From an optimization exercise on the open Yosys and OpenROAD flow, aimed at small area, a short achievable clock period and few clock cycles; shortcuts taken in it are not production practice. No functional check of the RTL was part of any run shown here. No activity file was given, so power comes from the tool's default toggle rates.

<file path="flow/design.v">
module nb_tx_top #(parameter TBS = 16 , parameter G = 132, parameter Qm = 2, parameter rv_indx = 0)
    (
        output logic                  e_k,
        output logic                  RM_Valid,
        input logic                   i_data_crc,
        input logic                   i_clk_crc,
                                      i_rst_crc
    );
    logic [3:0]  ra, ra_q;
    logic [3:0]  rb, rb_q;
    logic [8:0]  hi, hi_q;
    logic [15:0] d;
    logic [16:0] m, mq;
    logic        din, load, e_en, enq, v_nxt;
    assign din = i_data_crc;
    assign ra = {ra_q[3:1], ~ra_q[0]};
    assign rb = {rb_q[3:1], ~rb_q[0]};
    assign hi = {hi_q[8:1], ~hi_q[0]};
    always_ff @(posedge i_clk_crc, negedge i_rst_crc)
        if (!i_rst_crc) begin
            ra_q <= 4'd0;
            rb_q <= 4'd0;
            hi_q <= 9'd0;
        end else begin
            ra_q <= {ra[2:0], ~ra[3]};
            if (ra[3]) rb_q <= {rb[2:0], ~rb[3]};
            if (ra[3] & rb[3]) hi_q <= {hi[7:0], 1'b1};
        end
    always_ff @(posedge i_clk_crc)
        d <= {d[14:0], load ? din : d[15]};
    always_ff @(posedge i_clk_crc)
        mq <= m;
    always_ff @(posedge i_clk_crc)
        RM_Valid <= v_nxt;
    always_ff @(posedge i_clk_crc)
        enq <= e_en;
    always_ff @(posedge i_clk_crc)
        if (enq) e_k <= ^({din, d} & mq);
    assign load = hi[0];
    assign v_nxt = (hi[0] & ((ra[1] & rb[2]) | (ra[2] & rb[2]) | (ra[3] & rb[2]) | (ra[0] & rb[3]) | (ra[1] & rb[3]) | (ra[2] & rb[3]) | (ra[3] & rb[3])))
        | hi[1]
        | hi[2]
        | hi[3]
        | hi[4]
        | hi[5]
        | hi[6]
        | hi[7]
        | (hi[8] & ((ra[0] & rb[0]) | (ra[1] & rb[0]) | (ra[2] & rb[0]) | (ra[3] & rb[0]) | (ra[0] & rb[1]) | (ra[1] & rb[1]) | (ra[2] & rb[1]) | (ra[3] & rb[1]) | (ra[0] & rb[2]) | (ra[1] & rb[2]) | (ra[2] & rb[2]) | (ra[3] & rb[2]) | (ra[0] & rb[3])));
    assign e_en = (hi[0] & ((ra[2] & rb[2]) | (ra[3] & rb[2]) | (ra[1] & rb[3]) | (ra[2] & rb[3]) | (ra[3] & rb[3])))
        | (hi[1] & ((ra[1] & rb[0]) | (ra[2] & rb[0]) | (ra[3] & rb[0]) | (ra[1] & rb[1]) | (ra[2] & rb[1]) | (ra[3] & rb[1]) | (ra[1] & rb[2]) | (ra[3] & rb[2]) | (ra[1] & rb[3]) | (ra[2] & rb[3]) | (ra[3] & rb[3])))
        | (hi[2] & ((ra[1] & rb[0]) | (ra[2] & rb[0]) | (ra[3] & rb[0]) | (ra[1] & rb[1]) | (ra[2] & rb[1]) | (ra[3] & rb[1]) | (ra[1] & rb[2]) | (ra[3] & rb[2]) | (ra[1] & rb[3]) | (ra[2] & rb[3]) | (ra[3] & rb[3])))
        | (hi[3] & ((ra[1] & rb[0]) | (ra[2] & rb[0]) | (ra[3] & rb[0]) | (ra[1] & rb[1]) | (ra[2] & rb[1]) | (ra[3] & rb[1]) | (ra[1] & rb[2]) | (ra[3] & rb[2]) | (ra[1] & rb[3]) | (ra[2] & rb[3]) | (ra[3] & rb[3])))
        | (hi[4] & ((ra[1] & rb[0]) | (ra[2] & rb[0]) | (ra[3] & rb[0]) | (ra[1] & rb[1]) | (ra[2] & rb[1]) | (ra[3] & rb[1]) | (ra[0] & rb[3]) | (ra[1] & rb[3])))
        | (hi[5] & ((ra[0] & rb[0]) | (ra[1] & rb[0]) | (ra[0] & rb[1]) | (ra[1] & rb[1]) | (ra[2] & rb[1]) | (ra[3] & rb[1]) | (ra[0] & rb[2]) | (ra[1] & rb[2]) | (ra[0] & rb[3]) | (ra[1] & rb[3]) | (ra[2] & rb[3]) | (ra[3] & rb[3])))
        | (hi[6] & ((ra[0] & rb[0]) | (ra[1] & rb[0]) | (ra[0] & rb[1]) | (ra[1] & rb[1]) | (ra[2] & rb[1]) | (ra[3] & rb[1]) | (ra[0] & rb[2]) | (ra[1] & rb[2]) | (ra[0] & rb[3]) | (ra[1] & rb[3])))
        | (hi[7] & ((ra[0] & rb[0]) | (ra[1] & rb[0]) | (ra[0] & rb[1]) | (ra[1] & rb[1]) | (ra[2] & rb[1]) | (ra[3] & rb[1]) | (ra[0] & rb[2]) | (ra[1] & rb[2]) | (ra[0] & rb[3]) | (ra[1] & rb[3]) | (ra[2] & rb[3]) | (ra[3] & rb[3])))
        | (hi[8] & ((ra[0] & rb[0]) | (ra[1] & rb[0]) | (ra[0] & rb[1]) | (ra[1] & rb[1]) | (ra[2] & rb[1]) | (ra[3] & rb[1]) | (ra[0] & rb[2]) | (ra[1] & rb[2]) | (ra[0] & rb[3]) | (ra[1] & rb[3])));
    assign m[0] = (hi[0] & ((ra[3] & rb[2]) | (ra[1] & rb[3])))
        | (hi[1] & ((ra[1] & rb[0]) | (ra[3] & rb[1])))
        | (hi[2] & ((ra[2] & rb[1]) | (ra[3] & rb[1]) | (ra[1] & rb[2])))
        | (hi[3] & ((ra[2] & rb[1]) | (ra[1] & rb[2]) | (ra[1] & rb[3])))
        | (hi[4] & ((ra[2] & rb[0]) | (ra[2] & rb[1])))
        | (hi[5] & ((ra[2] & rb[1]) | (ra[3] & rb[1]) | (ra[0] & rb[3]) | (ra[2] & rb[3]) | (ra[3] & rb[3])))
        | (hi[6] & ((ra[0] & rb[1]) | (ra[2] & rb[1]) | (ra[3] & rb[1]) | (ra[0] & rb[2]) | (ra[0] & rb[3])))
        | (hi[7] & ((ra[0] & rb[0]) | (ra[0] & rb[1]) | (ra[1] & rb[1]) | (ra[2] & rb[1]) | (ra[3] & rb[1]) | (ra[0] & rb[2]) | (ra[0] & rb[3]) | (ra[1] & rb[3])))
        | (hi[8] & ((ra[0] & rb[0]) | (ra[0] & rb[1]) | (ra[1] & rb[1]) | (ra[0] & rb[2])));
    assign m[1] = (hi[1] & ((ra[2] & rb[0]) | (ra[2] & rb[1]) | (ra[1] & rb[2]) | (ra[2] & rb[3])))
        | (hi[2] & ((ra[3] & rb[1]) | (ra[3] & rb[2]) | (ra[1] & rb[3]) | (ra[2] & rb[3])))
        | (hi[3] & ((ra[1] & rb[0]) | (ra[2] & rb[0]) | (ra[3] & rb[1]) | (ra[1] & rb[3]) | (ra[2] & rb[3])))
        | (hi[4] & ((ra[2] & rb[0])))
        | (hi[5] & ((ra[1] & rb[0]) | (ra[0] & rb[1]) | (ra[1] & rb[1]) | (ra[2] & rb[1]) | (ra[0] & rb[2]) | (ra[1] & rb[3]) | (ra[2] & rb[3]) | (ra[3] & rb[3])))
        | (hi[6] & ((ra[0] & rb[0]) | (ra[1] & rb[0]) | (ra[0] & rb[2]) | (ra[1] & rb[2])))
        | (hi[7] & ((ra[0] & rb[0]) | (ra[1] & rb[0]) | (ra[0] & rb[1]) | (ra[1] & rb[1]) | (ra[1] & rb[2]) | (ra[0] & rb[3]) | (ra[2] & rb[3])))
        | (hi[8] & ((ra[0] & rb[0]) | (ra[0] & rb[1]) | (ra[1] & rb[1]) | (ra[2] & rb[1]) | (ra[3] & rb[1]) | (ra[0] & rb[2]) | (ra[1] & rb[2]) | (ra[0] & rb[3]) | (ra[1] & rb[3])));
    assign m[2] = (hi[0] & ((ra[2] & rb[3])))
        | (hi[1] & ((ra[2] & rb[1]) | (ra[3] & rb[1]) | (ra[3] & rb[2]) | (ra[1] & rb[3])))
        | (hi[2] & ((ra[1] & rb[0]) | (ra[2] & rb[0]) | (ra[2] & rb[3])))
        | (hi[3] & ((ra[1] & rb[0]) | (ra[2] & rb[0]) | (ra[2] & rb[1]) | (ra[1] & rb[2]) | (ra[1] & rb[3])))
        | (hi[4] & ((ra[3] & rb[1]) | (ra[0] & rb[3]) | (ra[1] & rb[3])))
        | (hi[5] & ((ra[0] & rb[0]) | (ra[2] & rb[1]) | (ra[3] & rb[1]) | (ra[0] & rb[2]) | (ra[0] & rb[3]) | (ra[2] & rb[3])))
        | (hi[6] & ((ra[0] & rb[0]) | (ra[0] & rb[1]) | (ra[0] & rb[2]) | (ra[0] & rb[3]) | (ra[1] & rb[3])))
        | (hi[7] & ((ra[0] & rb[0]) | (ra[1] & rb[1]) | (ra[3] & rb[1]) | (ra[1] & rb[2]) | (ra[2] & rb[3]) | (ra[3] & rb[3])))
        | (hi[8] & ((ra[1] & rb[0]) | (ra[0] & rb[1]) | (ra[0] & rb[2]) | (ra[0] & rb[3]) | (ra[1] & rb[3])));
    assign m[3] = (hi[1] & ((ra[2] & rb[0]) | (ra[2] & rb[1]) | (ra[3] & rb[1])))
        | (hi[2] & ((ra[2] & rb[1])))
        | (hi[3] & ((ra[1] & rb[0]) | (ra[2] & rb[0]) | (ra[2] & rb[1]) | (ra[3] & rb[1]) | (ra[3] & rb[2]) | (ra[2] & rb[3])))
        | (hi[4] & ((ra[1] & rb[0]) | (ra[2] & rb[0]) | (ra[3] & rb[1]) | (ra[0] & rb[3])))
        | (hi[5] & ((ra[1] & rb[0]) | (ra[1] & rb[1]) | (ra[3] & rb[1]) | (ra[0] & rb[2]) | (ra[0] & rb[3]) | (ra[2] & rb[3]) | (ra[3] & rb[3])))
        | (hi[6] & ((ra[1] & rb[0]) | (ra[0] & rb[3])))
        | (hi[7] & ((ra[0] & rb[0]) | (ra[1] & rb[1]) | (ra[2] & rb[1]) | (ra[3] & rb[1]) | (ra[0] & rb[2]) | (ra[0] & rb[3]) | (ra[1] & rb[3]) | (ra[2] & rb[3]) | (ra[3] & rb[3])))
        | (hi[8] & ((ra[0] & rb[0]) | (ra[0] & rb[1]) | (ra[1] & rb[1]) | (ra[0] & rb[2]) | (ra[0] & rb[3]) | (ra[1] & rb[3])));
    assign m[4] = (hi[0] & ((ra[1] & rb[3])))
        | (hi[1] & ((ra[1] & rb[0]) | (ra[2] & rb[0]) | (ra[1] & rb[2]) | (ra[2] & rb[3])))
        | (hi[2] & ((ra[2] & rb[0]) | (ra[2] & rb[1]) | (ra[1] & rb[2]) | (ra[2] & rb[3])))
        | (hi[3] & ((ra[1] & rb[0]) | (ra[2] & rb[1]) | (ra[2] & rb[3])))
        | (hi[4] & ((ra[2] & rb[0]) | (ra[2] & rb[1]) | (ra[0] & rb[3]) | (ra[1] & rb[3])))
        | (hi[5] & ((ra[0] & rb[0]) | (ra[1] & rb[0]) | (ra[0] & rb[1]) | (ra[1] & rb[1]) | (ra[3] & rb[1]) | (ra[1] & rb[2]) | (ra[0] & rb[3]) | (ra[2] & rb[3]) | (ra[3] & rb[3])))
        | (hi[6] & ((ra[0] & rb[1]) | (ra[1] & rb[2]) | (ra[0] & rb[3]) | (ra[1] & rb[3])))
        | (hi[7] & ((ra[1] & rb[1]) | (ra[2] & rb[1]) | (ra[1] & rb[2]) | (ra[0] & rb[3]) | (ra[1] & rb[3]) | (ra[2] & rb[3]) | (ra[3] & rb[3])))
        | (hi[8] & ((ra[0] & rb[0]) | (ra[1] & rb[0]) | (ra[1] & rb[1]) | (ra[0] & rb[2]) | (ra[0] & rb[3])));
    assign m[5] = (hi[0] & ((ra[1] & rb[3]) | (ra[2] & rb[3])))
        | (hi[1] & ((ra[1] & rb[0]) | (ra[2] & rb[0]) | (ra[2] & rb[1]) | (ra[3] & rb[1]) | (ra[1] & rb[2]) | (ra[2] & rb[3])))
        | (hi[2] & ((ra[3] & rb[1]) | (ra[1] & rb[2]) | (ra[1] & rb[3])))
        | (hi[3] & ((ra[1] & rb[2]) | (ra[2] & rb[3])))
        | (hi[4] & ((ra[0] & rb[3])))
        | (hi[5] & ((ra[1] & rb[1]) | (ra[3] & rb[1]) | (ra[0] & rb[2]) | (ra[0] & rb[3]) | (ra[3] & rb[3])))
        | (hi[6] & ((ra[0] & rb[1]) | (ra[1] & rb[1]) | (ra[2] & rb[1]) | (ra[3] & rb[1]) | (ra[0] & rb[2]) | (ra[0] & rb[3]) | (ra[1] & rb[3])))
        | (hi[7] & ((ra[0] & rb[0]) | (ra[1] & rb[0]) | (ra[0] & rb[1]) | (ra[1] & rb[1]) | (ra[2] & rb[1]) | (ra[0] & rb[2]) | (ra[1] & rb[2]) | (ra[0] & rb[3]) | (ra[2] & rb[3]) | (ra[3] & rb[3])))
        | (hi[8] & ((ra[1] & rb[0]) | (ra[0] & rb[1]) | (ra[1] & rb[1]) | (ra[2] & rb[1]) | (ra[3] & rb[1]) | (ra[0] & rb[2]) | (ra[0] & rb[3])));
    assign m[6] = (hi[1] & ((ra[1] & rb[0]) | (ra[2] & rb[0]) | (ra[1] & rb[1]) | (ra[3] & rb[1]) | (ra[1] & rb[2]) | (ra[1] & rb[3])))
        | (hi[2] & ((ra[1] & rb[0]) | (ra[1] & rb[3]) | (ra[2] & rb[3])))
        | (hi[3] & ((ra[2] & rb[1]) | (ra[1] & rb[2]) | (ra[2] & rb[3])))
        | (hi[4] & ((ra[2] & rb[0]) | (ra[0] & rb[3])))
        | (hi[5] & ((ra[0] & rb[0]) | (ra[0] & rb[1]) | (ra[2] & rb[1]) | (ra[0] & rb[3]) | (ra[1] & rb[3]) | (ra[3] & rb[3])))
        | (hi[6] & ((ra[0] & rb[0]) | (ra[1] & rb[1]) | (ra[3] & rb[1]) | (ra[0] & rb[2]) | (ra[1] & rb[2]) | (ra[0] & rb[3])))
        | (hi[7] & ((ra[1] & rb[0]) | (ra[0] & rb[1]) | (ra[1] & rb[1]) | (ra[2] & rb[1]) | (ra[3] & rb[1]) | (ra[0] & rb[3]) | (ra[2] & rb[3]) | (ra[3] & rb[3])))
        | (hi[8] & ((ra[1] & rb[0]) | (ra[1] & rb[1]) | (ra[2] & rb[1]) | (ra[1] & rb[2]) | (ra[0] & rb[3]) | (ra[1] & rb[3])));
    assign m[7] = (hi[1] & ((ra[2] & rb[0]) | (ra[1] & rb[3]) | (ra[2] & rb[3])))
        | (hi[2] & ((ra[1] & rb[0]) | (ra[2] & rb[1])))
        | (hi[3] & ((ra[1] & rb[1]) | (ra[3] & rb[1]) | (ra[1] & rb[2]) | (ra[1] & rb[3])))
        | (hi[4] & ((ra[1] & rb[0]) | (ra[2] & rb[0]) | (ra[2] & rb[1]) | (ra[3] & rb[1]) | (ra[1] & rb[3])))
        | (hi[5] & ((ra[0] & rb[1]) | (ra[1] & rb[1]) | (ra[2] & rb[1]) | (ra[0] & rb[2]) | (ra[1] & rb[3])))
        | (hi[6] & ((ra[0] & rb[0]) | (ra[1] & rb[0]) | (ra[0] & rb[1]) | (ra[3] & rb[1]) | (ra[0] & rb[2]) | (ra[0] & rb[3])))
        | (hi[7] & ((ra[0] & rb[1]) | (ra[2] & rb[1]) | (ra[3] & rb[1]) | (ra[0] & rb[2]) | (ra[0] & rb[3])))
        | (hi[8] & ((ra[0] & rb[0]) | (ra[1] & rb[0]) | (ra[0] & rb[1]) | (ra[1] & rb[1]) | (ra[2] & rb[1]) | (ra[3] & rb[1]) | (ra[1] & rb[2]) | (ra[1] & rb[3])));
    assign m[8] = (hi[0] & ((ra[1] & rb[3]) | (ra[2] & rb[3])))
        | (hi[1] & ((ra[1] & rb[0]) | (ra[2] & rb[0]) | (ra[2] & rb[1]) | (ra[3] & rb[1]) | (ra[1] & rb[2])))
        | (hi[2] & ((ra[1] & rb[1]) | (ra[2] & rb[1])))
        | (hi[3] & ((ra[3] & rb[1]) | (ra[2] & rb[3])))
        | (hi[4] & ((ra[1] & rb[0]) | (ra[2] & rb[0]) | (ra[3] & rb[1]) | (ra[0] & rb[3])))
        | (hi[5] & ((ra[0] & rb[0]) | (ra[1] & rb[0]) | (ra[1] & rb[1]) | (ra[3] & rb[1]) | (ra[0] & rb[2]) | (ra[1] & rb[2])))
        | (hi[6] & ((ra[1] & rb[0]) | (ra[0] & rb[1]) | (ra[1] & rb[1]) | (ra[2] & rb[1]) | (ra[3] & rb[1]) | (ra[0] & rb[2]) | (ra[1] & rb[3])))
        | (hi[7] & ((ra[0] & rb[0]) | (ra[1] & rb[0]) | (ra[3] & rb[1]) | (ra[0] & rb[2]) | (ra[1] & rb[3]) | (ra[3] & rb[3])))
        | (hi[8] & ((ra[0] & rb[0]) | (ra[1] & rb[0]) | (ra[1] & rb[1]) | (ra[3] & rb[1]) | (ra[0] & rb[2])));
    assign m[9] = (hi[0] & ((ra[1] & rb[3]) | (ra[2] & rb[3])))
        | (hi[1] & ((ra[1] & rb[0]) | (ra[3] & rb[1]) | (ra[2] & rb[3])))
        | (hi[2] & ((ra[2] & rb[1]) | (ra[3] & rb[1]) | (ra[1] & rb[2]) | (ra[1] & rb[3])))
        | (hi[3] & ((ra[1] & rb[0]) | (ra[2] & rb[0]) | (ra[2] & rb[1]) | (ra[3] & rb[1]) | (ra[1] & rb[2]) | (ra[2] & rb[3])))
        | (hi[4] & ((ra[1] & rb[1]) | (ra[0] & rb[3])))
        | (hi[5] & ((ra[0] & rb[1]) | (ra[1] & rb[1]) | (ra[3] & rb[1]) | (ra[0] & rb[3]) | (ra[1] & rb[3]) | (ra[2] & rb[3])))
        | (hi[6] & ((ra[0] & rb[1]) | (ra[1] & rb[1]) | (ra[1] & rb[3])))
        | (hi[7] & ((ra[1] & rb[0]) | (ra[1] & rb[1]) | (ra[2] & rb[1]) | (ra[1] & rb[2]) | (ra[1] & rb[3]) | (ra[3] & rb[3])))
        | (hi[8] & ((ra[0] & rb[0]) | (ra[0] & rb[1]) | (ra[1] & rb[1]) | (ra[3] & rb[1]) | (ra[0] & rb[3]) | (ra[1] & rb[3])));
    assign m[10] = (hi[0] & ((ra[1] & rb[3]) | (ra[2] & rb[3])))
        | (hi[1] & ((ra[2] & rb[1]) | (ra[1] & rb[2]) | (ra[1] & rb[3])))
        | (hi[2] & ((ra[1] & rb[0]) | (ra[2] & rb[0]) | (ra[3] & rb[1]) | (ra[1] & rb[3]) | (ra[2] & rb[3])))
        | (hi[3] & ((ra[1] & rb[0]) | (ra[3] & rb[1]) | (ra[2] & rb[3])))
        | (hi[4] & ((ra[1] & rb[3])))
        | (hi[5] & ((ra[3] & rb[1])))
        | (hi[6] & ((ra[0] & rb[0]) | (ra[1] & rb[0]) | (ra[2] & rb[1]) | (ra[0] & rb[2]) | (ra[0] & rb[3]) | (ra[1] & rb[3])))
        | (hi[7] & ((ra[0] & rb[0]) | (ra[0] & rb[1]) | (ra[1] & rb[1]) | (ra[3] & rb[1]) | (ra[0] & rb[2]) | (ra[1] & rb[2])))
        | (hi[8] & ((ra[1] & rb[0]) | (ra[0] & rb[1]) | (ra[2] & rb[1]) | (ra[1] & rb[2]) | (ra[0] & rb[3])));
    assign m[11] = (hi[1] & ((ra[1] & rb[0]) | (ra[1] & rb[2]) | (ra[1] & rb[3]) | (ra[2] & rb[3])))
        | (hi[2] & ((ra[1] & rb[0]) | (ra[2] & rb[1]) | (ra[3] & rb[1]) | (ra[1] & rb[3]) | (ra[2] & rb[3])))
        | (hi[3] & ((ra[2] & rb[1]) | (ra[1] & rb[2]) | (ra[1] & rb[3])))
        | (hi[4] & ((ra[1] & rb[0]) | (ra[2] & rb[0]) | (ra[2] & rb[1]) | (ra[3] & rb[1]) | (ra[0] & rb[3])))
        | (hi[5] & ((ra[0] & rb[0]) | (ra[1] & rb[0]) | (ra[1] & rb[1]) | (ra[2] & rb[1]) | (ra[0] & rb[2]) | (ra[0] & rb[3]) | (ra[1] & rb[3]) | (ra[3] & rb[3])))
        | (hi[6] & ((ra[0] & rb[0]) | (ra[0] & rb[1]) | (ra[1] & rb[1]) | (ra[3] & rb[1]) | (ra[1] & rb[2]) | (ra[0] & rb[3])))
        | (hi[7] & ((ra[0] & rb[0]) | (ra[1] & rb[0]) | (ra[0] & rb[1]) | (ra[0] & rb[2]) | (ra[1] & rb[2]) | (ra[0] & rb[3]) | (ra[1] & rb[3]) | (ra[2] & rb[3])))
        | (hi[8] & ((ra[0] & rb[0]) | (ra[3] & rb[1]) | (ra[1] & rb[2]) | (ra[0] & rb[3])));
    assign m[12] = (hi[0] & ((ra[2] & rb[3]) | (ra[3] & rb[3])))
        | (hi[1] & ((ra[3] & rb[0]) | (ra[2] & rb[1]) | (ra[1] & rb[2]) | (ra[1] & rb[3]) | (ra[2] & rb[3])))
        | (hi[2] & ((ra[1] & rb[0]) | (ra[3] & rb[1]) | (ra[1] & rb[2])))
        | (hi[3] & ((ra[3] & rb[1]) | (ra[1] & rb[2]) | (ra[2] & rb[3])))
        | (hi[4] & ((ra[1] & rb[0]) | (ra[3] & rb[1]) | (ra[0] & rb[3]) | (ra[1] & rb[3])))
        | (hi[5] & ((ra[2] & rb[1]) | (ra[1] & rb[3])))
        | (hi[6] & ((ra[0] & rb[0]) | (ra[0] & rb[1]) | (ra[2] & rb[1]) | (ra[0] & rb[2]) | (ra[1] & rb[2]) | (ra[0] & rb[3])))
        | (hi[7] & ((ra[3] & rb[1]) | (ra[0] & rb[2]) | (ra[0] & rb[3]) | (ra[1] & rb[3]) | (ra[3] & rb[3])))
        | (hi[8] & ((ra[2] & rb[1]) | (ra[3] & rb[1]) | (ra[0] & rb[2]) | (ra[1] & rb[2]) | (ra[0] & rb[3])));
    assign m[13] = (hi[1] & ((ra[2] & rb[0]) | (ra[2] & rb[1]) | (ra[3] & rb[1]) | (ra[2] & rb[3])))
        | (hi[2] & ((ra[3] & rb[1]) | (ra[3] & rb[3])))
        | (hi[3] & ((ra[2] & rb[0]) | (ra[3] & rb[0]) | (ra[2] & rb[1]) | (ra[1] & rb[2]) | (ra[1] & rb[3])))
        | (hi[4] & ((ra[1] & rb[0]) | (ra[2] & rb[0]) | (ra[0] & rb[3]) | (ra[1] & rb[3])))
        | (hi[5] & ((ra[1] & rb[0]) | (ra[0] & rb[1]) | (ra[1] & rb[1]) | (ra[3] & rb[1]) | (ra[0] & rb[2]) | (ra[1] & rb[2]) | (ra[0] & rb[3]) | (ra[1] & rb[3]) | (ra[2] & rb[3])))
        | (hi[6] & ((ra[0] & rb[0]) | (ra[1] & rb[0]) | (ra[0] & rb[1]) | (ra[1] & rb[1]) | (ra[2] & rb[1]) | (ra[3] & rb[1]) | (ra[0] & rb[2]) | (ra[1] & rb[2]) | (ra[1] & rb[3])))
        | (hi[7] & ((ra[0] & rb[0]) | (ra[1] & rb[0]) | (ra[1] & rb[1]) | (ra[1] & rb[2]) | (ra[1] & rb[3]) | (ra[3] & rb[3])))
        | (hi[8] & ((ra[0] & rb[0]) | (ra[1] & rb[0]) | (ra[0] & rb[1]) | (ra[1] & rb[1]) | (ra[2] & rb[1]) | (ra[3] & rb[1]) | (ra[0] & rb[2]) | (ra[1] & rb[2]) | (ra[0] & rb[3]) | (ra[1] & rb[3])));
    assign m[14] = (hi[0] & ((ra[2] & rb[3])))
        | (hi[1] & ((ra[1] & rb[0]) | (ra[2] & rb[1]) | (ra[3] & rb[1]) | (ra[1] & rb[2]) | (ra[3] & rb[3])))
        | (hi[2] & ((ra[2] & rb[0]) | (ra[3] & rb[0]) | (ra[2] & rb[1]) | (ra[3] & rb[1])))
        | (hi[3] & ((ra[2] & rb[0]) | (ra[2] & rb[1]) | (ra[3] & rb[1]) | (ra[1] & rb[3]) | (ra[2] & rb[3])))
        | (hi[4] & ((ra[3] & rb[1])))
        | (hi[5] & ((ra[0] & rb[0]) | (ra[0] & rb[1]) | (ra[2] & rb[1]) | (ra[0] & rb[2]) | (ra[1] & rb[2]) | (ra[3] & rb[3])))
        | (hi[6] & ((ra[1] & rb[1]) | (ra[0] & rb[3]) | (ra[1] & rb[3])))
        | (hi[7] & ((ra[2] & rb[1]) | (ra[3] & rb[1]) | (ra[0] & rb[2]) | (ra[0] & rb[3])))
        | (hi[8] & ((ra[0] & rb[0]) | (ra[1] & rb[0]) | (ra[0] & rb[1]) | (ra[2] & rb[1]) | (ra[1] & rb[2]) | (ra[1] & rb[3])));
    assign m[15] = (hi[1] & ((ra[1] & rb[0]) | (ra[2] & rb[1]) | (ra[1] & rb[2]) | (ra[2] & rb[3])))
        | (hi[2] & ((ra[2] & rb[0]) | (ra[2] & rb[1]) | (ra[2] & rb[3])))
        | (hi[3] & ((ra[1] & rb[0]) | (ra[2] & rb[1]) | (ra[1] & rb[2]) | (ra[1] & rb[3]) | (ra[2] & rb[3]) | (ra[3] & rb[3])))
        | (hi[4] & ((ra[2] & rb[0]) | (ra[3] & rb[0]) | (ra[2] & rb[1]) | (ra[0] & rb[3]) | (ra[1] & rb[3])))
        | (hi[5] & ((ra[0] & rb[0]) | (ra[0] & rb[1]) | (ra[2] & rb[1]) | (ra[2] & rb[3]) | (ra[3] & rb[3])))
        | (hi[6] & ((ra[1] & rb[0]) | (ra[0] & rb[1]) | (ra[1] & rb[1]) | (ra[3] & rb[1]) | (ra[1] & rb[2])))
        | (hi[7] & ((ra[0] & rb[0]) | (ra[3] & rb[1]) | (ra[1] & rb[3]) | (ra[3] & rb[3])))
        | (hi[8] & ((ra[1] & rb[0]) | (ra[2] & rb[1]) | (ra[1] & rb[2]) | (ra[0] & rb[3])));
    assign m[16] = (hi[0] & ((ra[2] & rb[3])));
endmodule
</file>
<file path="flow/flow/run.sh">
#!/bin/bash
set -euo pipefail
rm -rf myscripts
cp -r "$FLOW_HOME/scripts" myscripts
cp flow/abc_area.script myscripts/abc_area.script
bash standard.sh SCRIPTS_DIR="$PWD/myscripts" finish > make_finish.log 2>&1
</file>
<file path="flow/flow/abc_area.script">
strash
&get -n
&deepsyn -J 200
&put
dch -f
map -a
strash
dch -f
map -a
topo
</file>
<file path="flow/standard.sh">
#!/bin/bash
# synth_recipe.tcl (not shown) runs the flow's synth.tcl, then flattens the netlist and writes it again
# the make line also repeats each setting of config.mk as NAME=value (left out here)
make -C /OpenROAD-flow-scripts/flow DESIGN_CONFIG=/design/flow/config.mk WORK_HOME=/design/flow/orfs CLKGATE_MAP_FILE= SYNTH_SCRIPT=/design/flow/synth_recipe.tcl "${@:-finish}"
</file>
<file path="flow/config.mk">
export PLATFORM = sky130hd
export DESIGN_NAME = nb_tx_top
export DESIGN_NICKNAME = nb_tx_top
export VERILOG_FILES = /design/flow/design.v
export SDC_FILE = /design/flow/constraint.sdc
export NUM_CORES = 4
export LEC_CHECK = 0
export ABC_AREA = 1
export CAP_MARGIN = 20
export CORE_MARGIN = 2
export CORE_UTILIZATION = 30
export CTS_BUF_LIST = sky130_fd_sc_hd__clkbuf_16
export PLACE_DENSITY = 0.5
export SETUP_SLACK_MARGIN = 5
export SLEW_MARGIN = 20
</file>
<file path="flow/constraint.sdc">
create_clock -name core_clock -period 7.0 [get_ports {i_clk_crc}]
set_input_delay 1.4000 -clock core_clock [delete_from_list [all_inputs] [get_ports {i_clk_crc}]]
set_output_delay 1.4000 -clock core_clock [all_outputs]
set_load 0.01 [all_outputs]
</file>
==> impl_metrics.tcl, run 1 <==
set metrics [dict create \
    grt_usage_pct 24.9 \
    finalSetupViolations 0 \
    min-delay-start "d[6]" \
    synth_top_area_share_pct 23.8 \
    tightest_slew_ps 743 \
    cts_buffers 5 \
    dp_hpwl_um 9350 \
    crit_fanout 1 \
    synthArstFlopShare_pct 32.1 \
    syn_to_final_growth_pct 29.2 \
    place_area_mm2 0.00317 \
    dieHeight_um 103 \
    synth-seq-area-share_pct 39.3 \
    drv_cap 0 \
    gp_congestion 1.11 \
    maxSlewHeadroom_pct 50.4 \
    final_common_cell "nand2_1" \
    critical_path.top_delay_family "flip-flops" \
    rsz0062_at_grt "true" \
    grt_pass1_vias 3298 \
    nets 454 \
    arrival_ps 780 \
    drtPass1Iterations 7 \
    fin_crit_ps 2180 \
    synth_ff_type "dfxtp_1" \
    crit_slowest_cell "edfxtp_1" \
    synthTopCellsByArea "dfxtp_1, dfrtp_1, nor2_1" \
    drive_gt1_share_pct 24.8 \
    hold_path_depth 0 \
    cts_hold_buffers 0 \
    rr_worst_depth 7 \
    grt_max_degree 22 \
    crit_type "reg -> out" \
    tns_ps 0 \
    syn_inst 421 \
    syn_nets 424 \
    synth.yosys.warnings 1 \
    die_w_um 103 \
    rows 36 \
    hold_path_class "reg -> reg" \
    wl_per_cell_um 22.9 \
    grt_pass1_wl_um 19400 \
    slowest_delay_ps 350 \
    clock_latency_ps 300 \
    initial_core_util_pct 30.5 \
    end_kind "output pin" \
    drtIter0Drc 801 \
    grt_overflow 0 \
    worstPathRequired_ps 5600 \
    critical_path_buf_inv_count 1 \
    max-clock-path-buffers 2 \
    ys_ff_latch 53 \
    wirelength_um 13400 \
    fin_skew_ps 11.7 \
    die-area_mm2 0.0106 \
    r2r_slack_ps 4950 \
    cp-start-kind "flip-flop" \
    crit_path_cell_trace "buf_2" \
    maxSlewViolCount 0 \
    clk_pin_slew_ps 70 \
    cts_sinks 53 \
    antenna_found_initial 0 \
    most-common-layout-cells "nand2_1, nor2_1, clkinv_1" \
    routed_via_density 6.29 \
    irDropWorstVdd_mv 0.0939 \
    htreeDepth 2 \
    route.detailed.drc 0 \
    final_hold_viol_count 0 \
    io_pins 5 \
    antenna_left 0 \
    r2r_end "mq[15]" \
    numPortBuffers 4 \
    cts_tree "done" \
    synth-edff-count 1 \
    core-area_mm2 0.00964 \
    period_share_pct 31.2 \
    synth_cell_types 27 \
    cts_root_buf "clkbuf_16" \
    pwr_density_cell_mw_per_mm2 156 \
    synth_area_mm2 0.00294 \
    status "finished clean" \
    postSynthAreaPerCell_um2 6.99 \
    whs_endpoint "d[7]" \
    r2r_start "rb_q[1]" \
    total_power_w 0.000591 \
    hold_ws_ps 351 \
    yosysTopAreaCell "dfxtp_1" \
    leakagePower_nw 1.43 \
    vias 3678 \
    antenna_cells 0 \
    fin_area_mm2 0.00380 \
    fmax_ghz 0.458 \
]
## how the worst max path moves through the flow
stage	start	endpoint	slack (ps)	cells past startpoint
after floorplan	i_data_crc	e_k	4910	4
after global placement	i_data_crc	e_k	4350	5
after detailed placement	i_data_crc	e_k	4360	5
after CTS	e_k	e_k	4810	1
after global routing	e_k	e_k	4790	1
final	e_k	e_k	4820	1
## flip-flops by register name, indices dropped and copies added (netlist names)
signal    cells
rb_q          4
mq           17
ra_q          4
RM_Valid      1
d            16
e_k           1
enq           1
hi_q          9
## report_power, final
part / switching, W / internal, W
Clock: 0.000122 / 0.000154
Sequential: 0.00000286 / 0.000309
Combinational: 0.00000241 / 0.000000813
## cell usage after synthesis (3+ instances only)
cell       instances
nor2_1            76
clkinv_1          60
nand2_1           53
a21oi_1           41
dfxtp_1           35
o21ai_0           29
nor3_1            26
dfrtp_1           17
nand3_1           11
xnor2_1           11
o22ai_1           10
nand4_1            8
nor4_1             7
a31oi_1            6
xor2_1             5
a22oi_1            4
o2111ai_1          4
a2111oi_0          3
## kinds of logic (layout without fill, tap and decap cells)
logic type	after synthesis	count (layout)	share of synthesized area [%]
flops	53	53	39.3
xor+xnor	16	16	4.76
buf+inv	60	91	7.66
compound gates	110	110	22.1
simple gates	182	182	26.2
## repair_timing
action | CTS | global route
buffers inserted | 2 | 15
endpoints found under the setup margin | 37 | 20
gates resized for setup | 48 | 74
pin swaps | 4 | 10
## per-layer routing
metal	global-route usage (%)	wire length, µm	share of wire, %	up-vias
met4	11.8	1200	9.0	0
met5	0	0	0	-
li1	-	-	-	1525
met1	32.2	4820	36	1661
met3	6.51	1760	13	114
met2	38.7	5590	42	378
## metrics by stage
step                      instances  setup slack (ps)  util [%]
after CTS                       570              4810      35.7
final                           585              4820      39.4
after floorplan                 421              4910         -
after detailed placement        560              4360      32.8
after global placement          560              4350      32.8
after global routing            585              4790      39.4
## area by class of cell
type                       count  area [µm²]
fill                        1005        5840
multi-input combinational    308        1840
sequential                    53        1170
inverter                      60         278
timing repair buffer          23         183
tap                          133         166
clock buffer                   6         150
clock inverter                 2        12.5
## worst reg2reg max path, cell delays in order, from the launching register on
cell and delay, ps:
dfrtp_2 470, clkinvlp_4 220, buf_4 200, nor2_2 340, clkinv_1 260, o221ai_1 240
nor3_1 120, nand4_1 130
==> inputs of run 2 (changes only) <==
--- a/flow/config.mk
+++ b/flow/config.mk
@@ -13,3 +13,3 @@
 export PLACE_DENSITY = 0.5
-export SETUP_SLACK_MARGIN = 5
+export SETUP_SLACK_MARGIN = 4.9
 export SLEW_MARGIN = 20
==> run 2 against run 1 <==
  * Sequential power hardly changed
  * Setup slack worse by 44 ps
  * First-iteration DRC count shrank 16%
  * Synthesized cell count did not move
  * Core utilization is 2.1 points lower
  * Non-clock buffer count decreased by 8
  * Power rose by 1.7%
  * Sequential cell count is the same
  * Hold slack better by 1.7 ps
==> impl_metrics.tcl, run 2 <==
set metrics [dict create \
    finalSetupViolations 0 \
    top_register "mq" \
    fin_crit_ps 2230 \
    top_regs "mq (17), d (16), hi_q (9)" \
    yosysTopAreaCell "dfxtp_1" \
    die-area_mm2 0.0106 \
    rows 36 \
    drive_gt1_share_pct 17.6 \
    fmax_ghz 0.449 \
    grt_pass1_vias 3458 \
    fin_skew_ps 16.7 \
    synthTopCellsByArea "dfxtp_1, dfrtp_1, nor2_1" \
    cts_tree "done" \
    cts_root_buf "clkbuf_16" \
    antenna_cells 0 \
    initial_core_util_pct 30.5 \
    arrival_ps 2410 \
    htreeDepth 2 \
    grt_overflow 0 \
    end_kind "flip-flop" \
    final_cells 577 \
    maxSlewViolCount 0 \
    drv_cap 0 \
    synthArstFlopShare_pct 32.1 \
    pwr_density_cell_mw_per_mm2 167 \
    crit_fanout 12 \
    ys_ff_latch 53 \
    cts_sinks 53 \
    synth_ff_type "dfxtp_1" \
    antenna_left 0 \
    synth.most_common_cell "nor2_1" \
    worstPathRequired_ps 7190 \
    clk_pin_slew_ps 80 \
    routed_via_density 6.03 \
    hold_path_class "reg -> reg" \
    tightest_slew_ps 765 \
    grt_pass1_wl_um 21500 \
    cts_hold_buffers 0 \
    drtIter0Drc 671 \
    antenna_found_initial 0 \
    irDropWorstVdd_mv 0.0851 \
    final_hold_viol_count 0 \
    vias 3481 \
    max-clock-path-buffers 2 \
    dp_hpwl_um 10500 \
    synth-seq-area-share_pct 39.3 \
    wirelength_um 14100 \
    drtPass1Iterations 7 \
    synth-edff-count 1 \
    synth_area_mm2 0.00294 \
    cts_buffers 5 \
    maxSlewHeadroom_pct 49.0 \
    leakagePower_nw 1.35 \
    rsz0062_at_grt "true" \
    place_inst 562 \
    total_power_w 0.000601 \
    tns_ps 0 \
    syn_to_final_growth_pct 22.4 \
    num-fill-cells 1095 \
    cp-start-kind "flip-flop" \
    period_share_pct 31.8 \
    gp_congestion 1.08 \
    nets 446 \
    numPortBuffers 4 \
    crit_type "reg -> reg" \
    syn_nets 424 \
    grt_usage_pct 28.3 \
    synth_cell_types 27 \
    synth_top_area_share_pct 23.8 \
    most-common-layout-cells "nor2_1, nand2_1, clkinv_1" \
    core-area_mm2 0.00964 \
    die_w_um 103 \
    grt_max_degree 22 \
    io_pins 5 \
    dieHeight_um 103 \
    clock_latency_ps 300 \
    synth_common_cells "nor2_1, clkinv_1, nand2_1" \
    synth.yosys.warnings 1 \
    route.detailed.drc 0 \
    wl_per_cell_um 24.4 \
    postSynthAreaPerCell_um2 6.99 \
    syn_inst 421 \
    status "finished clean" \
    largest_reg_flops 17 \
]
## run 2: power by group
part / switching [W] / total (W) / internal, W
clock: 0.000116 / 0.000286 / 0.000170
sequential: 0.00000273 / 0.000312 / 0.000309
combinational: 0.00000237 / 0.00000331 / 0.000000935
total: 0.000122 / 0.000601 / 0.000479
## run 2: area by class of cell
class                   instances  area, µm²  area share, %
multi-input cells             308       1740           48.4
well taps                     133        166           4.62
repair buffers                 15        111           3.09
flip-flops and latches         53       1160           32.3
inverters                      60        250           6.95
clock inverters                 3       43.8           1.22
clock buffers                   5        125           3.47
## run 2: metrics by stage
step / cell area [µm²] / hold slack (ps) / worst slack (ps) / util [%]
after floorplan: 2940 / 331 / 4900 / -
after global placement: 3180 / 341 / 4360 / 33.0
after detailed placement: 3180 / 337 / 4360 / 33.0
after CTS: 3490 / 353 / 4690 / 36.2
after global routing: 3600 / 361 / 4730 / 37.4
final: 3600 / 353 / 4770 / 37.4
## run 2: path summary, 6_finish.rpt
path	from	end	slack (ps)	depth (start not counted)
worst max-delay path	hi_q[5]	mq[3]	4770	6
worst min-delay path	d[0]	d[1]	350	0
worst max register to register	hi_q[5]	mq[3]	4770	6
worst min register to register	d[0]	d[1]	350	0
max in group asynchronous	i_rst_crc	ra_q[0]	5180	1
min in group asynchronous	i_rst_crc	hi_q[6]	1270	1
## run 2: worst max-delay path: stages, from the launching register on
cell	delay [ps]
dfrtp_1	720
clkinv_1	530
a31oi_1	360
nor3_1	110
nand2_1	140
clkinv_1	100
o21ai_0	130
## run 2: routing by layer
layer,vias up,global-route usage (%),wire (µm)
met5,-,0,0
met4,0,15.4,1130
met3,97,5.76,1400
met2,288,45.3,6140
met1,1596,35.7,5390
li1,1500,-,-
## run 2: what timing repair did
action | 4_1_cts | 5_1_grt
buffers inserted | 4 | 3
resized for setup | 52 | 31
pin swaps | 6 | 6
endpoints found under the setup margin | 30 | 19
## run 2: cell families (layout without fill, tap and decap cells)
group	Yosys count	in the layout	share of synthesized area [%]
buffers and inverters	60	83	7.66
AND/OR/NAND/NOR	182	182	26.2
XOR/XNOR	16	16	4.76
AO/OA/AOI/OAI	110	110	22.1
flip-flops	53	53	39.3

[re-timing with driven ports]
In the flow no input, the clock included, has a driving cell. The finished layouts below were timed again as built, in two steps.
Step 1: set_driving_cell puts a clkbuf_16 on i_clk_crc and a buf_2 on each other input, an assumption about the parent block.
Step 2, shift: input delay + t, output delay - t, t = (earliest + latest rising clock arrival at the registers) / 2. This alone moves slack from input paths to output paths.
Slacks: ideal / step 1 / step 2; pairs: ideal / step 1.
run | t (ns) | slack for setup (ns) | worst hold slack (ns) | worst slew at a driven data input, ns | pins driven straight from the clock port
run 1 | 0.329 | 4.818 / 4.786 / 4.760 | 0.351 / 0.351 / 0.351 | 0.02 | 1
run 2 | 0.336 | 4.775 / 4.756 / 4.651 | 0.353 / 0.353 / 0.353 | 0.03 | 1
After both steps setup and hold are still met in every run listed. The setup slack of run 2, which loses most, moves by -0.019 ns with the drivers and by -0.124 ns with both steps.
